Background: an optimization exercise with open tools, aiming at a short achievable clock period and few clock cycles. Do not read the settings as production practice. The RTL was checked by simulation tests, not by an equivalence proof against the original design. Power figures rest on the tool's default switching activity, not on a simulated workload.

run D:
==> module sign_x, before the edit <==
module sign_x(
	input  [63:0] a,
	input  [63:0] b,
	output        s
);
wire [63:0] sum = a + b;
assign s = sum[63];
endmodule
==> module RISC_V_Processor, before the edit <==
module RISC_V_Processor(
	input clk,
	input reset,
	output [63:0] imem_addr,
	input  [31:0] imem_data,
	output [63:0] dmem_addr,
	output [63:0] dmem_wdata,
	output        dmem_we,
	output        dmem_re,
	input  [63:0] dmem_rdata
);
reg  [63:0] pc_f;    
reg  [63:0] pc_i;    
reg  [63:0] a_x, b_x, o2_x, tgt_x, seq_x;
reg  [4:0]  rd_x;
reg         wr_x, ld_x, st_x, br_x, pred_x, far_x, ge_x;
reg         add_x, sub_x, and_x, or_x;
reg  [63:0] res_m, ad_m, wd_m;
reg  [4:0]  rd_m;
reg         wr_m, we_m, re_m;
reg  [63:0] rf [31:1];
wire redirect;
wire sgn_x;
wire loaduse;
wire [63:0] res;
wire [63:0] alt;
assign imem_addr = pc_f;
wire [31:0] ir = imem_data;
wire [6:0] op  = ir[6:0];
wire [4:0] rd  = ir[11:7];
wire [2:0] f3  = ir[14:12];
wire [4:0] rs1 = ir[19:15];
wire [4:0] rs2 = ir[24:20];
wire is_r  = op == 7'b0110011;
wire is_i  = op == 7'b0010011;
wire is_ld = op == 7'b0000011;
wire is_st = op == 7'b0100011;
wire is_br = op == 7'b1100011;
wire wr_f  = (is_r | is_i | is_ld) & (rd != 5'd0);
wire u1_f  = is_r | is_i | is_ld | is_st | is_br;
wire u2_f  = is_r | is_st | is_br;
wire sub_f = is_r & ( ir[30] & (f3 == 3'b000));
wire imm_sel = is_i | is_ld | is_st;
wire and_f = is_r & (~ir[30] & (f3 == 3'b111));
wire or_f  = is_r & (~ir[30] & (f3 == 3'b110));
wire pred_f, far_f;
wire [63:0] seq_f, pc_next;
wire [63:0] val_m = re_m ? dmem_rdata : res_m;
wire fw1 = wr_x & (rd_x == rs1);
wire fw2 = wr_x & (rd_x == rs2);
wire by1 = wr_m & (rd_m == rs1);
wire by2 = wr_m & (rd_m == rs2);
wire bgez_f = is_br & f3[2] & (rs2 == 5'd0);
wire known_f = bgez_f & ((fw1 & add_x & ~ld_x) | (~fw1 & by1));
wire sign_f  = fw1 ? sgn_x : val_m[63];
wire [63:0] tgt_f, nt_f;
wire [50:0] hip_f, him_f, hi_f;
wire [12:0] lo_f;
wire spred_f;
inc64 inc(.a(pc_i), .y(seq_f), .hp(hip_f), .hm(him_f));
fetch_next nxt(
	.pc(pc_i), .ir(ir), .hip(hip_f), .him(him_f), .lo(lo_f), .hi(hi_f), .far(far_f)
);
assign tgt_f   = {pc_i[63:13], lo_f};
assign spred_f = is_br & (ir[31] | (rs1 == rs2));
assign nt_f    = loaduse ? pc_i : spred_f ? tgt_f : seq_f;
assign pred_f = known_f ? ~sign_f : spred_f;
assign pc_next = redirect ? alt : known_f ? (sign_f ? seq_f : tgt_f) : nt_f;
wire [247:0] rf_sl [0:7];
genvar gi, gs;
generate
	for (gs = 0; gs < 8; gs = gs + 1) begin : g_sl
		for (gi = 1; gi < 32; gi = gi + 1) begin : g_rf
			assign rf_sl[gs][8*(gi-1) +: 8] = rf[gi][8*gs +: 8];
		end
	end
endgenerate
wire [63:0] src1, src2, o2_f;
wire [63:0] imm_i = {{52{ir[31]}}, ir[31:20]};
wire [63:0] imm_s = {{52{ir[31]}}, ir[31:25], ir[11:7]};
wire [63:0] imm_f = is_st ? imm_s : imm_i;
wire [63:0] rd1, rd2;
generate
	for (gs = 0; gs < 8; gs = gs + 1) begin : g_rd
		rf_read rp1(.rs(rs1), .rf(rf_sl[gs]), .rd(rd1[8*gs +: 8]));
		rf_read rp2(.rs(rs2), .rf(rf_sl[gs]), .rd(rd2[8*gs +: 8]));
	end
endgenerate
mux4oh m1(
	.s({1'b0, ~fw1 & ~by1, ~fw1 & by1, fw1}),
	.d0(res), .d1(val_m), .d2(rd1), .d3(64'd0), .y(src1)
);
mux4oh m2(
	.s({1'b0, ~fw2 & ~by2, ~fw2 & by2, fw2}),
	.d0(res), .d1(val_m), .d2(rd2), .d3(64'd0), .y(src2)
);
mux4oh mo(
	.s({~imm_sel & ~fw2 & ~by2, ~imm_sel & ~fw2 & by2, imm_sel, ~imm_sel & fw2}),
	.d0(res), .d1(imm_f), .d2(val_m), .d3(rd2), .y(o2_f)
);
assign loaduse = ld_x & ((u1_f & (rs1 == rd_x)) | (u2_f & (rs2 == rd_x)));
wire go = ~redirect & ~loaduse;
always @(posedge clk)
	if (reset)
		pc_f <= 64'd0;
	else
		pc_f <= pc_next;
always @(posedge clk or posedge reset)
	if (reset)
		pc_i <= 64'd0;
	else
		pc_i <= pc_next;
always @(posedge clk or posedge reset)
	if (reset) begin
		wr_x <= 1'b0; ld_x <= 1'b0; st_x <= 1'b0; br_x <= 1'b0;
	end else begin
		wr_x <= go & wr_f;
		ld_x <= go & is_ld & wr_f;
		st_x <= go & is_st;
		br_x <= go & is_br;
	end
always @(posedge clk) begin
	a_x    <= src1;
	b_x    <= src2;
	o2_x   <= o2_f;
	tgt_x  <= {hi_f, lo_f};
	seq_x  <= seq_f;
	rd_x   <= rd;
	pred_x <= pred_f;
	far_x  <= pred_f & far_f;
	ge_x   <= f3[2];
	sub_x  <= sub_f;
	and_x  <= and_f;
	or_x   <= or_f;
	add_x  <= ~sub_f & ~and_f & ~or_f;
end
alu_64 alu(
	.a(a_x), .b(o2_x), .add_op(add_x), .sub_op(sub_x), .and_op(and_x), .or_op(or_x),
	.res(res)
);
sign_x sgn(
	.a(a_x), .b(o2_x), .s(sgn_x)
);
wire taken;
branch_unit bru(
	.a(a_x), .b(b_x), .ge_sel(ge_x), .br(br_x), .pred(pred_x), .far(far_x),
	.taken(taken), .redirect(redirect)
);
assign alt = taken ? tgt_x : seq_x;
always @(posedge clk or posedge reset)
	if (reset) begin
		wr_m <= 1'b0;
	end else begin
		wr_m <= wr_x;
	end
always @(posedge clk)
	if (reset) begin
		we_m <= 1'b0; re_m <= 1'b0; ad_m <= 64'd0;
	end else begin
		we_m <= st_x; re_m <= ld_x; ad_m <= res;
	end
always @(posedge clk) begin
	res_m <= res;
	wd_m  <= b_x;
	rd_m  <= rd_x;
end
assign dmem_addr  = ad_m;
assign dmem_wdata = wd_m;
assign dmem_we    = we_m;
assign dmem_re    = re_m;
always @(posedge clk)
	if (wr_m)
		rf[rd_m] <= val_m;
endmodule
Settings: LEC_CHECK=0, CAP_MARGIN=20, CORE_MARGIN=2, CORE_UTILIZATION=50, CTS_CLUSTER_DIAMETER=100, CTS_CLUSTER_SIZE=20, PLACE_DENSITY=0.62, SETUP_SLACK_MARGIN=1.5, SLEW_MARGIN=20, SYNTH_HIERARCHICAL=1; clock period 13.0 ns.
standard.sh (not shown) runs the stock make flow with config.mk's settings and CLKGATE_MAP_FILE= SYNTH_SCRIPT=/design/flow/synth_recipe.tcl, a recipe that flattens the netlist after the stock synthesis.
==> flow/flow/run.sh <==
#!/bin/bash
# The standard layout, with these changes to how hard it optimises:
#  - ABC maps with its delay-oriented 'map' (flow/abc_speed.script) in place
#    of ORFS's default speed script; the rest of ORFS's scripts are copied as
#    they are
#  - no full-adder extraction (ADDER_MAP_FILE empty), so ABC maps the adders
#  - repair_timing aims well below the clock period (a larger setup margin)
#  - the port buffers are plain buffers (buf_4) rather than the default pick
# The clock, the SDC and the rest of the flow are the standard flow's.
set -euo pipefail
rm -rf scripts_abc
cp -r "$FLOW_HOME/scripts" scripts_abc
cp flow/abc_speed.script scripts_abc/abc_speed.script
bash standard.sh "SCRIPTS_DIR=$PWD/scripts_abc" ADDER_MAP_FILE= SETUP_SLACK_MARGIN=9 \
	"BUFFER_PORTS_ARGS=-buffer_cell sky130_fd_sc_hd__buf_4" finish > standard_flow.log 2>&1
==> flow/flow/abc_speed.script <==
&get -n
&st
&dch
&put
map -D 300
buffer -c
topo
stime -c
upsize -c -D 300
dnsize -c -D 300
Testbench counts of run D, summed over its fixed seeds: cycles 62,850.
For run C, these inputs were changed with respect to run D:
--- a/flow/design.v
+++ b/flow/design.v
@@ -119,14 +119,19 @@
 end
 endmodule
 module sign_x(
 	input  [63:0] a,
 	input  [63:0] b,
+	input         sub_op,
+	input         and_op,
+	input         or_op,
 	output        s
 );
 wire [63:0] sum = a + b;
-assign s = sum[63];
+wire [63:0] dif = a - b;
+assign s = and_op ? (a[63] & b[63]) : or_op ? (a[63] | b[63]) :
+           sub_op ? dif[63] : sum[63];
 endmodule
 module inc64(
 	input  [63:0] a,
 	output [63:0] y,
 	output [50:0] hp,
@@ -249,11 +254,11 @@
 wire fw1 = wr_x & (rd_x == rs1);
 wire fw2 = wr_x & (rd_x == rs2);
 wire by1 = wr_m & (rd_m == rs1);
 wire by2 = wr_m & (rd_m == rs2);
 wire bgez_f = is_br & f3[2] & (rs2 == 5'd0);
-wire known_f = bgez_f & ((fw1 & add_x & ~ld_x) | (~fw1 & by1));
+wire known_f = bgez_f & ((fw1 & ~ld_x) | (~fw1 & by1));
 wire sign_f  = fw1 ? sgn_x : val_m[63];
 wire [63:0] tgt_f, nt_f;
 wire [50:0] hip_f, him_f, hi_f;
 wire [12:0] lo_f;
 wire spred_f;
@@ -337,11 +342,11 @@
 alu_64 alu(
 	.a(a_x), .b(o2_x), .add_op(add_x), .sub_op(sub_x), .and_op(and_x), .or_op(or_x),
 	.res(res)
 );
 sign_x sgn(
-	.a(a_x), .b(o2_x), .s(sgn_x)
+	.a(a_x), .b(o2_x), .sub_op(sub_x), .and_op(and_x), .or_op(or_x), .s(sgn_x)
 );
 wire taken;
 branch_unit bru(
 	.a(a_x), .b(b_x), .ge_sel(ge_x), .br(br_x), .pred(pred_x), .far(far_x),
 	.taken(taken), .redirect(redirect)
[summary]
Run C reached the end of the flow, and the finished layout is clean on the timing, DRC and antenna checks. Run C vs. run D: highest clock rate shows a reduction of about 8%, post-place instance area shows an increase of about 2.4%, post-synthesis to final-layout area growth shows an increase of 1.3 points, total power shows an increase of about 2.8%, setup skew after layout shows an increase of 19 ps. Relative to run D, critical path depth increased by 15 in run C. Going from run D to run C, global-route met2 utilization now sits higher; die area now sits higher; first-pass GRT wire length now sits higher. Area used by sequential logic in the layout of run C is on par with run D. Cmp run C vs run D: required time of the worst setup path higher in run C. Final core utilization: lower on run D. [compare] base=run D new=run C: power share of the clock group saw a decrease; proportion of synthesized chip area in sequential cells saw a decrease.
Testbench counts of run C, summed over its fixed seeds: cycles 62,850.

-- what the ideal ports hide --
No port has a modelled driver above. Below, the same layouts with a new extraction and two added sets of constraints.
Step 1, drivers: a clkbuf_16 drives clk and a buf_2 each remaining input, both assumed.
Step 2, shift: input delay + t, output delay - t, t = (earliest + latest rising clock arrival at the registers) / 2. This alone moves slack from input paths to output paths.
Slacks: ideal ports / drivers / drivers and shift; pairs: ideal ports / drivers.
run | shift t [ns] | setup WS [ns] | worst hold slack (ns) | worst setup path after step 2 | clock arrival spread, ns
run D | 1.011 | 8.775 / 8.583 / 7.572 | 0.373 / 0.373 / 0.373 | input to register | 0.063 / 0.062
run C | 1.026 | 8.422 / 8.422 / 7.425 | 0.365 / 0.365 / 0.365 | input to register | 0.082 / 0.082
After both steps setup and hold are still met in every run listed. The setup slack of run D, which loses most, moves by -0.192 ns with the drivers and by -1.203 ns with both steps.
